What follows belongs to an exercise in optimizing a design on an open flow for small area; a production flow would make more cautious choices.
Only simulation tests tie the RTL to the original design; equivalence was not proved.
Power figures rest on the tool's default switching activity, not on a simulated workload.

==> flow/design.v <==
module SYS_CTRL (
    input  wire       CLK,
    input  wire       RST,
    input  wire [7:0] RX_P_Data,
    input  wire       RX_D_VLD,
    input  wire       FIFO_FULL,
    input  wire [7:0] RdData,
    input  wire [7:0] ALU_LO,
    input  wire [7:0] ALU_HI,
    output reg  [3:0] Addr,        
    output wire [7:0] WrEn,
    output wire       Clear,
    output wire       Step,
    output wire [2:0] Cnt,
    output wire [7:0] TX_P_Data,
    output wire       TX_D_VLD);
  localparam S_IDLE = 5'b00000,
             S_WA   = 5'b00001,    
             S_WD   = 5'b00010,    
             S_RA   = 5'b00011,    
             S_RO   = 5'b00100,    
             S_CA   = 5'b00101,    
             S_CB   = 5'b00110,    
             S_CF   = 5'b00111,    
             S_O1   = 5'b01000,    
             S_O2   = 5'b01001;    
  reg [4:0] st, nx;
  always @(*) begin
    nx = st;
    case (st)
      S_IDLE: begin
              nx = S_IDLE;
              if (RX_D_VLD)
                case (RX_P_Data)
                  8'hAA: nx = S_WA;
                  8'hBB: nx = S_RA;
                  8'hCC: nx = S_CA;
                  8'hDD: nx = S_CF;
                  default: nx = S_IDLE;
                endcase
            end
      S_WA:   if (RX_D_VLD) nx = S_WD;
      S_WD:   if (RX_D_VLD) nx = S_IDLE;
      S_RA:   if (RX_D_VLD) nx = S_RO;
      S_RO:   if (!FIFO_FULL) nx = S_IDLE;
      S_CA:   if (RX_D_VLD) nx = S_CB;
      S_CB:   if (RX_D_VLD) nx = S_CF;
      S_CF:   if (RX_D_VLD) nx = 5'b11000;
      S_O1:   if (!FIFO_FULL) nx = S_O2;
      S_O2:   if (!FIFO_FULL) nx = S_IDLE;
      default:
        if (st[4:3] == 2'b11) nx = (st[2:0] == 3'd7) ? S_O1 : {2'b11, st[2] ^ (st[1] & st[0]), st[1] ^ st[0], ~st[0]};
        else nx = S_IDLE;
    endcase
  end
  always @(posedge CLK or negedge RST)
    if (!RST) st <= S_IDLE;
    else      st <= nx;
  wire take_addr = RX_D_VLD & ((st == S_WA) | (st == S_RA) | (st == S_CF));
  always @(posedge CLK)
    if (take_addr) Addr <= RX_P_Data[3:0];
  wire wd = RX_D_VLD & (st == S_WD) & ~Addr[3];
  genvar k;
  generate for (k = 0; k < 8; k = k + 1) begin : g_we
    if (k == 0)      assign WrEn[k] = (wd & (Addr[2:0] == k)) | (RX_D_VLD & (st == S_CA));
    else if (k == 1) assign WrEn[k] = (wd & (Addr[2:0] == k)) | (RX_D_VLD & (st == S_CB));
    else             assign WrEn[k] =  wd & (Addr[2:0] == k);
  end endgenerate
  assign Clear = (st == S_CF);
  assign Step  = (st[4:3] == 2'b11);
  assign Cnt   = st[2:0];
  assign TX_D_VLD  = ~FIFO_FULL & ((st == S_RO) | (st == S_O1) | (st == S_O2));
  assign TX_P_Data = (st == S_RO) ? RdData : (st == S_O1) ? ALU_LO : ALU_HI;
endmodule
module ALU (
    input  wire       CLK,
    input  wire       Clear,      
    input  wire       Step,       
    input  wire [2:0] Cnt,        
    input  wire [3:0] FUN,
    input  wire [7:0] A,
    input  wire [7:0] B,
    output reg  [7:0] LO,         
    output reg  [7:0] HI);        
  reg [7:0] H, L;
  wire add   = (FUN == 4'd0);
  wire mul   = (FUN == 4'd2);
  wire div   = (FUN == 4'd3);
  wire subt  = (FUN == 4'd1) | (FUN[3:2] == 2'b10);
  wire lgc   = (FUN[3:2] == 2'b01);
  wire shift = (FUN[3:2] == 2'b11);
  wire shl   = shift & FUN[0];
  wire shr   = shift & ~FUN[0];
  wire right = ~(div | shr);
  wire first = (Cnt == 3'd0);
  wire [2:0] idx = right ? Cnt : ~Cnt;
  wire       b   = B[idx];
  wire       a   = (shift & FUN[1]) ? b : A[idx];
  wire       useB = mul ? a : (add | subt) ? first : div;
  wire [7:0] Yl   = ((B ^ {8{div}}) & {8{useB}}) | {6'd0, shl & a, 1'b0};
  wire [8:0] X    = right ? {1'b0, H} : {H, a};
  wire       f    = FUN[1] ^ (FUN[0] ? (a | b) : (a & b));
  wire       cin  = div | (add & a) | (subt & ~a) | (lgc & f);
  wire [8:0] Y = {div, Yl};
  wire [9:0] c;
  wire [8:0] s;
  assign c[0] = cin;
  genvar i;
  generate for (i = 0; i < 9; i = i + 1) begin : g_add
    assign s[i]   = X[i] ^ Y[i] ^ c[i];
    assign c[i+1] = (X[i] & Y[i]) | (c[i] & (X[i] ^ Y[i]));
  end endgenerate
  always @(posedge CLK) begin
    if (Clear)
      H <= 8'h00;
    else if (Step) begin
      if (right) begin
        H <= s[8:1];
        L <= {s[0] ^ subt, L[7:1]};
      end else begin
        H <= (div & s[8]) ? X[7:0] : s[7:0];
        L <= {L[6:0], div ? ~s[8] : H[0]};
      end
    end
  end
  wire bz = (B == 8'd0);
  wire eq = (L == 8'd0);
  wire lt = H[0];
  always @(*) begin
    case (FUN)
      4'd3:    LO = bz ? 8'h00 : L;
      4'd8:    LO = 8'h00;
      4'd9:    LO = {7'd0, eq};
      4'd10:   LO = {6'd0, ~lt & ~eq, 1'b0};
      4'd11:   LO = {6'd0, lt, lt};
      default: LO = L;
    endcase
    case (FUN)
      4'd0, 4'd2, 4'd13, 4'd15: HI = H;
      4'd1:        HI = {8{lt}};
      4'd6, 4'd7:  HI = 8'hFF;
      default:     HI = 8'h00;
    endcase
  end
endmodule
module RegFile (
    input  wire       CLK,
    input  wire       RST,
    input  wire [7:0] WrEn,       
    input  wire [7:0] WrData,
    input  wire [3:0] Address,    
    output wire [7:0] REG0,
    output wire [7:0] REG1,
    output wire [7:0] REG2,
    output wire [7:0] REG3,
    output wire [7:0] RdData);
  reg [7:0] r0, r1, r2, r3, r4, r5, r6, r7;
  always @(posedge CLK or negedge RST)
    if (!RST) begin
      r0 <= 8'h00;
      r1 <= 8'h00;
      r2 <= 8'h81;
      r3 <= 8'h20;
      r4 <= 8'h00;
      r5 <= 8'h00;
      r6 <= 8'h00;
      r7 <= 8'h00;
    end else begin
      if (WrEn[0]) r0 <= WrData;
      if (WrEn[1]) r1 <= WrData;
      if (WrEn[2]) r2 <= WrData;
      if (WrEn[3]) r3 <= WrData;
      if (WrEn[4]) r4 <= WrData;
      if (WrEn[5]) r5 <= WrData;
      if (WrEn[6]) r6 <= WrData;
      if (WrEn[7]) r7 <= WrData;
    end
  reg [7:0] rd;
  always @(*)
    case (Address)
      4'd0: rd = r0;
      4'd1: rd = r1;
      4'd2: rd = r2;
      4'd3: rd = r3;
      4'd4: rd = r4;
      4'd5: rd = r5;
      4'd6: rd = r6;
      4'd7: rd = r7;
      default: rd = 8'h00;
    endcase
  assign REG0 = r0;
  assign REG1 = r1;
  assign REG2 = r2;
  assign REG3 = r3;
  assign RdData = rd;
endmodule
module SYS_CORE (
    input  wire       i_clk,
    input  wire       i_rst_n,
    input  wire [7:0] i_rx_data,
    input  wire       i_rx_valid,
    input  wire       i_fifo_full,
    output wire [7:0] o_tx_data,
    output wire       o_tx_valid,
    output wire [7:0] o_uart_cfg,
    output wire [7:0] o_div_ratio,
    output wire [5:0] o_rx_div);
  wire [3:0] addr;
  wire [7:0] wren, rd, reg0, reg1, lo, hi;
  wire       clear, step;
  wire [2:0] cnt;
  SYS_CTRL U0_SYS_CTRL (
    .CLK(i_clk), .RST(i_rst_n), .RX_P_Data(i_rx_data), .RX_D_VLD(i_rx_valid),
    .FIFO_FULL(i_fifo_full), .RdData(rd), .ALU_LO(lo), .ALU_HI(hi),
    .Addr(addr), .WrEn(wren), .Clear(clear), .Step(step), .Cnt(cnt),
    .TX_P_Data(o_tx_data), .TX_D_VLD(o_tx_valid));
  ALU U0_ALU (
    .CLK(i_clk), .Clear(clear), .Step(step), .Cnt(cnt), .FUN(addr),
    .A(reg0), .B(reg1), .LO(lo), .HI(hi));
  RegFile U0_RegFile (
    .CLK(i_clk), .RST(i_rst_n), .WrEn(wren), .WrData(i_rx_data), .Address(addr),
    .REG0(reg0), .REG1(reg1), .REG2(o_uart_cfg), .REG3(o_div_ratio), .RdData(rd));
  wire [5:0] pre = o_uart_cfg[7:2];
  assign o_rx_div = (pre == 6'd8) ? 6'd4 : (pre == 6'd16) ? 6'd2 : 6'd1;
endmodule
Settings: LEC_CHECK=0, ABC_AREA=1, CAP_MARGIN=20, CORE_MARGIN=2, CORE_UTILIZATION=40, SLEW_MARGIN=20; clock period 30.0 ns.
standard.sh (not shown) runs the stock make flow with config.mk's settings and CLKGATE_MAP_FILE= SYNTH_SCRIPT=/design/flow/synth_recipe.tcl, a recipe that flattens the netlist after the stock synthesis.
==> flow/flow/run.sh <==
#!/bin/bash
# The standard layout (standard.sh) with changes that only affect how the
# combinational logic is mapped and how large the cells are:
#  - synthesis runs flow/synth.tcl: synth_recipe.tcl with an area-oriented ABC
#    script (flow/abc_area.script); registers are mapped as in the standard
#    synthesis;
#  - every input and output port still gets its own buffer, but a buf_1;
#  - after floorplan, combinational cells are swapped for the smallest cell
#    of the same function (flow/downsize.tcl); later repair steps fix slew/cap;
#  - CTS builds the clock tree from clkbuf_8 cells, without dummy loads.
# The full make output goes to standard.log in the work folder.
set -euo pipefail
here=$(pwd)
export FLOW_ABC_SCRIPT="$here/flow/abc_area.script"
export BUFFER_PORTS_ARGS="-buffer_cell sky130_fd_sc_hd__buf_1"
export POST_FLOORPLAN_TCL="$here/flow/downsize.tcl"
export CTS_ARGS="-sink_clustering_enable -repair_clock_nets -dont_use_dummy_load -buf_list sky130_fd_sc_hd__clkbuf_8"
bash standard.sh finish SYNTH_SCRIPT="$here/flow/synth.tcl" > standard.log 2>&1
Other scripts of this flow, unchanged in this note and not shown: flow/flow/abc_area.script, flow/flow/downsize.tcl, flow/flow/synth.tcl
The starting point ran to the end with no violations.
==> next run, changes <==
--- a/flow/design.v
+++ b/flow/design.v
@@ -11,12 +11,14 @@
     output wire [7:0] WrEn,
     output wire       Clear,
     output wire       Step,
     output wire [2:0] Cnt,
     output wire [7:0] TX_P_Data,
-    output wire       TX_D_VLD);
-  localparam S_IDLE = 5'b00000,
+    output wire       TX_D_VLD,
+    output wire       Init);       
+  localparam S_INIT = 5'b01111,    
+             S_IDLE = 5'b00000,
              S_WA   = 5'b00001,    
              S_WD   = 5'b00010,    
              S_RA   = 5'b00011,    
              S_RO   = 5'b00100,    
              S_CA   = 5'b00101,    
@@ -26,37 +28,35 @@
              S_O2   = 5'b01001;    
   reg [4:0] st, nx;
   always @(*) begin
     nx = st;
     case (st)
-      S_IDLE: begin
-              nx = S_IDLE;
-              if (RX_D_VLD)
+      S_IDLE: if (RX_D_VLD)
                 case (RX_P_Data)
                   8'hAA: nx = S_WA;
                   8'hBB: nx = S_RA;
                   8'hCC: nx = S_CA;
                   8'hDD: nx = S_CF;
                   default: nx = S_IDLE;
                 endcase
-            end
       S_WA:   if (RX_D_VLD) nx = S_WD;
       S_WD:   if (RX_D_VLD) nx = S_IDLE;
       S_RA:   if (RX_D_VLD) nx = S_RO;
       S_RO:   if (!FIFO_FULL) nx = S_IDLE;
       S_CA:   if (RX_D_VLD) nx = S_CB;
       S_CB:   if (RX_D_VLD) nx = S_CF;
       S_CF:   if (RX_D_VLD) nx = 5'b11000;
       S_O1:   if (!FIFO_FULL) nx = S_O2;
       S_O2:   if (!FIFO_FULL) nx = S_IDLE;
+      S_INIT: nx = S_IDLE;
       default:
         if (st[4:3] == 2'b11) nx = (st[2:0] == 3'd7) ? S_O1 : {2'b11, st[2] ^ (st[1] & st[0]), st[1] ^ st[0], ~st[0]};
         else nx = S_IDLE;
     endcase
   end
   always @(posedge CLK or negedge RST)
-    if (!RST) st <= S_IDLE;
+    if (!RST) st <= S_INIT;
     else      st <= nx;
   wire take_addr = RX_D_VLD & ((st == S_WA) | (st == S_RA) | (st == S_CF));
   always @(posedge CLK)
     if (take_addr) Addr <= RX_P_Data[3:0];
   wire wd = RX_D_VLD & (st == S_WD) & ~Addr[3];
@@ -65,10 +65,11 @@
     if (k == 0)      assign WrEn[k] = (wd & (Addr[2:0] == k)) | (RX_D_VLD & (st == S_CA));
     else if (k == 1) assign WrEn[k] = (wd & (Addr[2:0] == k)) | (RX_D_VLD & (st == S_CB));
     else             assign WrEn[k] =  wd & (Addr[2:0] == k);
   end endgenerate
   assign Clear = (st == S_CF);
+  assign Init  = (st == S_INIT);
   assign Step  = (st[4:3] == 2'b11);
   assign Cnt   = st[2:0];
   assign TX_D_VLD  = ~FIFO_FULL & ((st == S_RO) | (st == S_O1) | (st == S_O2));
   assign TX_P_Data = (st == S_RO) ? RdData : (st == S_O1) ? ALU_LO : ALU_HI;
 endmodule
@@ -144,39 +145,37 @@
   end
 endmodule
 module RegFile (
     input  wire       CLK,
     input  wire       RST,
+    input  wire       Init,       
     input  wire [7:0] WrEn,       
     input  wire [7:0] WrData,
     input  wire [3:0] Address,    
     output wire [7:0] REG0,
     output wire [7:0] REG1,
     output wire [7:0] REG2,
     output wire [7:0] REG3,
     output wire [7:0] RdData);
   reg [7:0] r0, r1, r2, r3, r4, r5, r6, r7;
+  wire [7:0] wd = WrData & {8{~Init}};
   always @(posedge CLK or negedge RST)
     if (!RST) begin
-      r0 <= 8'h00;
-      r1 <= 8'h00;
       r2 <= 8'h81;
       r3 <= 8'h20;
-      r4 <= 8'h00;
-      r5 <= 8'h00;
-      r6 <= 8'h00;
-      r7 <= 8'h00;
     end else begin
-      if (WrEn[0]) r0 <= WrData;
-      if (WrEn[1]) r1 <= WrData;
       if (WrEn[2]) r2 <= WrData;
       if (WrEn[3]) r3 <= WrData;
-      if (WrEn[4]) r4 <= WrData;
-      if (WrEn[5]) r5 <= WrData;
-      if (WrEn[6]) r6 <= WrData;
-      if (WrEn[7]) r7 <= WrData;
     end
+  always @(posedge CLK) begin
+    if (WrEn[0] | Init) r0 <= wd;
+    if (WrEn[1] | Init) r1 <= wd;
+    if (WrEn[4] | Init) r4 <= wd;
+    if (WrEn[5] | Init) r5 <= wd;
+    if (WrEn[6] | Init) r6 <= wd;
+    if (WrEn[7] | Init) r7 <= wd;
+  end
   reg [7:0] rd;
   always @(*)
     case (Address)
       4'd0: rd = r0;
       4'd1: rd = r1;
@@ -205,21 +204,21 @@
     output wire [7:0] o_uart_cfg,
     output wire [7:0] o_div_ratio,
     output wire [5:0] o_rx_div);
   wire [3:0] addr;
   wire [7:0] wren, rd, reg0, reg1, lo, hi;
-  wire       clear, step;
+  wire       clear, step, init;
   wire [2:0] cnt;
   SYS_CTRL U0_SYS_CTRL (
     .CLK(i_clk), .RST(i_rst_n), .RX_P_Data(i_rx_data), .RX_D_VLD(i_rx_valid),
     .FIFO_FULL(i_fifo_full), .RdData(rd), .ALU_LO(lo), .ALU_HI(hi),
     .Addr(addr), .WrEn(wren), .Clear(clear), .Step(step), .Cnt(cnt),
-    .TX_P_Data(o_tx_data), .TX_D_VLD(o_tx_valid));
+    .TX_P_Data(o_tx_data), .TX_D_VLD(o_tx_valid), .Init(init));
   ALU U0_ALU (
     .CLK(i_clk), .Clear(clear), .Step(step), .Cnt(cnt), .FUN(addr),
     .A(reg0), .B(reg1), .LO(lo), .HI(hi));
   RegFile U0_RegFile (
-    .CLK(i_clk), .RST(i_rst_n), .WrEn(wren), .WrData(i_rx_data), .Address(addr),
+    .CLK(i_clk), .RST(i_rst_n), .Init(init), .WrEn(wren), .WrData(i_rx_data), .Address(addr),
     .REG0(reg0), .REG1(reg1), .REG2(o_uart_cfg), .REG3(o_div_ratio), .RdData(rd));
   wire [5:0] pre = o_uart_cfg[7:2];
   assign o_rx_div = (pre == 6'd8) ? 6'd4 : (pre == 6'd16) ? 6'd2 : 6'd1;
 endmodule
Result: The changed run completed without violations; power fell by about 32%; design area fell by 2.9%; final cell count fell by 11%; register-to-register slack is worse by 0.22 ns; area after synthesis fell by about 3%.


SYS_CORE, a different RTL version from the one above (not shown whole).
For scale: ~43 I/O pins.
==> module SYS_CTRL, before the edit <==
module SYS_CTRL (
    input  wire       CLK,
    input  wire       RST,
    input  wire [7:0] RX_P_Data,
    input  wire       RX_D_VLD,
    input  wire       FIFO_FULL,
    input  wire [7:0] RdData,
    input  wire [7:0] ALU_LO,
    input  wire [7:0] ALU_HI,
    output reg  [3:0] Addr,        
    output wire [7:0] WrEn,
    output wire       Clear,
    output wire       Step,
    output wire [2:0] Cnt,
    output wire [7:0] TX_P_Data,
    output wire       TX_D_VLD,
    output wire       Init);       
  localparam S_INIT = 5'b01111,    
             S_IDLE = 5'b00000,
             S_WA   = 5'b00001,    
             S_WD   = 5'b00010,    
             S_RA   = 5'b00011,    
             S_RO   = 5'b00100,    
             S_CA   = 5'b00101,    
             S_CB   = 5'b00110,    
             S_CF   = 5'b00111,    
             S_O1   = 5'b01000,    
             S_O2   = 5'b01001;    
  reg [4:0] st, nx;
  always @(*) begin
    nx = st;
    case (st)
      S_IDLE: if (RX_D_VLD)
                case (RX_P_Data)
                  8'hAA: nx = S_WA;
                  8'hBB: nx = S_RA;
                  8'hCC: nx = S_CA;
                  8'hDD: nx = S_CF;
                  default: nx = S_IDLE;
                endcase
      S_WA:   if (RX_D_VLD) nx = S_WD;
      S_WD:   if (RX_D_VLD) nx = S_IDLE;
      S_RA:   if (RX_D_VLD) nx = S_RO;
      S_RO:   if (!FIFO_FULL) nx = S_IDLE;
      S_CA:   if (RX_D_VLD) nx = S_CB;
      S_CB:   if (RX_D_VLD) nx = S_CF;
      S_CF:   if (RX_D_VLD) nx = 5'b11000;
      S_O1:   if (!FIFO_FULL) nx = S_O2;
      S_O2:   if (!FIFO_FULL) nx = S_IDLE;
      S_INIT: nx = S_IDLE;
      default:
        if (st[4:3] == 2'b11) nx = (st[2:0] == 3'd7) ? S_O1 : {2'b11, st[2:0] + 3'd1};
        else nx = S_IDLE;
    endcase
  end
  always @(posedge CLK or negedge RST)
    if (!RST) st <= S_INIT;
    else      st <= nx;
  wire take_addr = RX_D_VLD & ((st == S_WA) | (st == S_RA) | (st == S_CF));
  always @(posedge CLK)
    if (take_addr) Addr <= RX_P_Data[3:0];
  wire wd = RX_D_VLD & (st == S_WD) & ~Addr[3];
  genvar k;
  generate for (k = 0; k < 8; k = k + 1) begin : g_we
    if (k == 0)      assign WrEn[k] = (wd & (Addr[2:0] == k)) | (RX_D_VLD & (st == S_CA));
    else if (k == 1) assign WrEn[k] = (wd & (Addr[2:0] == k)) | (RX_D_VLD & (st == S_CB));
    else             assign WrEn[k] =  wd & (Addr[2:0] == k);
  end endgenerate
  assign Clear = (st == S_CF);
  assign Init  = (st == S_INIT);
  assign Step  = (st[4:3] == 2'b11);
  assign Cnt   = st[2:0];
  assign TX_D_VLD  = ~FIFO_FULL & ((st == S_RO) | (st == S_O1) | (st == S_O2));
  assign TX_P_Data = (st == S_RO) ? RdData : (st == S_O1) ? ALU_LO : ALU_HI;
endmodule
==> module ALU, before the edit <==
module ALU (
    input  wire       CLK,
    input  wire       Clear,      
    input  wire       Step,       
    input  wire [2:0] Cnt,        
    input  wire [3:0] FUN,
    input  wire [7:0] A,
    input  wire [7:0] B,
    output reg  [7:0] LO,         
    output reg  [7:0] HI);        
  reg [7:0] H, L;
  wire add   = (FUN == 4'd0);
  wire mul   = (FUN == 4'd2);
  wire div   = (FUN == 4'd3);
  wire subt  = (FUN == 4'd1) | (FUN[3:2] == 2'b10);
  wire lgc   = (FUN[3:2] == 2'b01);
  wire shift = (FUN[3:2] == 2'b11);
  wire shl   = shift & FUN[0];
  wire shr   = shift & ~FUN[0];
  wire right = ~(div | shr);
  wire first = (Cnt == 3'd0);
  wire [2:0] idx = right ? Cnt : ~Cnt;
  wire       b   = B[idx];
  wire       a   = (shift & FUN[1]) ? b : A[idx];
  wire       useB = mul ? a : (add | subt) ? first : div;
  wire [7:0] Yl   = ((B ^ {8{div}}) & {8{useB}}) | {6'd0, shl & a, 1'b0};
  wire [8:0] X    = right ? {1'b0, H} : {H, a};
  wire       f    = FUN[1] ^ (FUN[0] ? (a | b) : (a & b));
  wire       cin  = div | (add & a) | (subt & ~a) | (lgc & f);
  wire [8:0] s    = X + {div, Yl} + {8'd0, cin};
  always @(posedge CLK) begin
    if (Clear)
      H <= 8'h00;
    else if (Step) begin
      if (right) begin
        H <= s[8:1];
        L <= {s[0] ^ subt, L[7:1]};
      end else begin
        H <= (div & s[8]) ? X[7:0] : s[7:0];
        L <= {L[6:0], div ? ~s[8] : H[0]};
      end
    end
  end
  wire bz = (B == 8'd0);
  wire eq = (L == 8'd0);
  wire lt = H[0];
  always @(*) begin
    case (FUN)
      4'd3:    LO = bz ? 8'h00 : L;
      4'd8:    LO = 8'h00;
      4'd9:    LO = {7'd0, eq};
      4'd10:   LO = {6'd0, ~lt & ~eq, 1'b0};
      4'd11:   LO = {6'd0, lt, lt};
      default: LO = L;
    endcase
    case (FUN)
      4'd0, 4'd2, 4'd13, 4'd15: HI = H;
      4'd1:        HI = {8{lt}};
      4'd6, 4'd7:  HI = 8'hFF;
      default:     HI = 8'h00;
    endcase
  end
endmodule
==> flow/config.mk <==
export PLATFORM = sky130hd
export DESIGN_NAME = SYS_CORE
export DESIGN_NICKNAME = SYS_CORE
export VERILOG_FILES = /design/flow/design.v
export SDC_FILE = /design/flow/constraint.sdc
export NUM_CORES = 4
export LEC_CHECK = 0
export ABC_AREA = 1
export CAP_MARGIN = 20
export CORE_MARGIN = 2
export CORE_UTILIZATION = 40
export SLEW_MARGIN = 20
==> flow/constraint.sdc <==
create_clock -name core_clock -period 30.0 [get_ports {i_clk}]
set_input_delay 6.0000 -clock core_clock [delete_from_list [all_inputs] [get_ports {i_clk}]]
set_output_delay 6.0000 -clock core_clock [all_outputs]
set_load 0.01 [all_outputs]
==> flow/flow/run.sh <==
#!/bin/bash
# Standard ORFS layout (standard.sh, unchanged synthesis) with three changes
# that only affect cell sizes:
#  - every input and output port still gets its own buffer, but a buf_1;
#  - after floorplan, combinational cells are swapped for the smallest cell
#    of the same function (flow/downsize.tcl); later repair steps fix slew/cap;
#  - CTS builds the clock tree from clkbuf_8 cells, without dummy loads.
# The full make output goes to standard.log in the work folder.
set -euo pipefail
here=$(pwd)
export BUFFER_PORTS_ARGS="-buffer_cell sky130_fd_sc_hd__buf_1"
export POST_FLOORPLAN_TCL="$here/flow/downsize.tcl"
export CTS_ARGS="-sink_clustering_enable -repair_clock_nets -dont_use_dummy_load -buf_list sky130_fd_sc_hd__clkbuf_8"
bash standard.sh finish > standard.log 2>&1
==> flow/flow/downsize.tcl <==
# Swap every combinational cell for the smallest-area cell of the same
# function family (same name up to the drive-strength suffix). Timing has
# tens of ns of slack; later repair_design fixes any slew/cap issue.
set n 0
set saved 0.0
foreach inst [get_cells *] {
  set m [get_property $inst ref_name]
  if {![regexp {^(sky130_fd_sc_hd__[a-z0-9]+)_(\d+)$} $m -> base sz]} { continue }
  if {[regexp {__(df|edf|sdf|dl|conb|tap|fill|decap|clkbuf|clkdly|dlygate)} $base]} { continue }
  set best $m
  set barea [get_property [get_lib_cells */$m] area]
  foreach cand [get_lib_cells */${base}_*] {
    set cn [get_property $cand name]
    if {![regexp "^${base}_\\d+\$" $cn]} { continue }
    if {[get_property $cand dont_use]} { continue }
    set a [get_property $cand area]
    if {$a < $barea} { set best $cn; set barea $a }
  }
  if {$best ne $m} {
    set saved [expr {$saved + [get_property [get_lib_cells */$m] area] - $barea}]
    replace_cell $inst $best
    incr n
  }
}
puts "downsize: replaced $n cells, saved $saved um2"
The starting point finished with timing, DRC and antenna clean.
Then changed:
--- a/flow/design.v
+++ b/flow/design.v
@@ -46,13 +46,13 @@
       S_CB:   if (RX_D_VLD) nx = S_CF;
       S_CF:   if (RX_D_VLD) nx = 5'b11000;
       S_O1:   if (!FIFO_FULL) nx = S_O2;
       S_O2:   if (!FIFO_FULL) nx = S_IDLE;
       S_INIT: nx = S_IDLE;
       default:
-        if (st[4:3] == 2'b11) nx = (st[2:0] == 3'd7) ? S_O1 : {2'b11, st[2:0] + 3'd1};
+        if (st[4:3] == 2'b11) nx = (st[2:0] == 3'd7) ? S_O1 : {2'b11, st[2] ^ (st[1] & st[0]), st[1] ^ st[0], ~st[0]};
         else nx = S_IDLE;
     endcase
   end
   always @(posedge CLK or negedge RST)
     if (!RST) st <= S_INIT;
     else      st <= nx;
@@ -99,13 +99,21 @@
   wire       a   = (shift & FUN[1]) ? b : A[idx];
   wire       useB = mul ? a : (add | subt) ? first : div;
   wire [7:0] Yl   = ((B ^ {8{div}}) & {8{useB}}) | {6'd0, shl & a, 1'b0};
   wire [8:0] X    = right ? {1'b0, H} : {H, a};
   wire       f    = FUN[1] ^ (FUN[0] ? (a | b) : (a & b));
   wire       cin  = div | (add & a) | (subt & ~a) | (lgc & f);
-  wire [8:0] s    = X + {div, Yl} + {8'd0, cin};
+  wire [8:0] Y = {div, Yl};
+  wire [9:0] c;
+  wire [8:0] s;
+  assign c[0] = cin;
+  genvar i;
+  generate for (i = 0; i < 9; i = i + 1) begin : g_add
+    assign s[i]   = X[i] ^ Y[i] ^ c[i];
+    assign c[i+1] = (X[i] & Y[i]) | (c[i] & (X[i] ^ Y[i]));
+  end endgenerate
   always @(posedge CLK) begin
     if (Clear)
       H <= 8'h00;
     else if (Step) begin
       if (right) begin
         H <= s[8:1];
Critical path depth does not change; via count drops by 4.1%; non-clock buffer count does not change; register-to-register slack degrades by 1.6 ns; design area drops by 3.0%; sequential share of layout area climbs by 1.4 points; power climbs by 52%; worst setup slack improves by 0.0052 ns; clock power drops by about 0.9%; wire length drops by 2.2%.

re-timing with driven ports:
No port has a modelled driver above. Below, the same layouts with a new extraction and two added sets of constraints.
Step 1, drivers: a clkbuf_16 drives i_clk and a buf_2 each remaining input, both assumed.
Step 2 moves the port delays by t, midway between the first and last clock arrival at a register: inputs arrive t later, outputs are due t later. That takes back most of the time a late clock gives input paths.
Three values: ideal ports, drivers, drivers and shift; two values: the first two.
| run | t (ns) | setup WS [ns] | worst setup path after step 2 | pins driven straight from the clock port |
|---|---|---|---|---|
| the first run of note 1 | 0.392 | 17.646 / 17.624 / 17.624 | input to output | 1 |
| the second run of note 1 | 0.379 | 17.676 / 17.657 / 17.657 | input to output | 1 |
| the first run of note 2 | 0.402 | 17.647 / 17.624 / 17.624 | input to output | 1 |
| the second run of note 2 | 0.401 | 17.652 / 17.631 / 17.631 | input to output | 1 |
After both steps setup and hold are still met in every run listed. The setup slack of the first run of note 2, which loses most, moves by -0.023 ns with the drivers and by -0.023 ns with both steps.
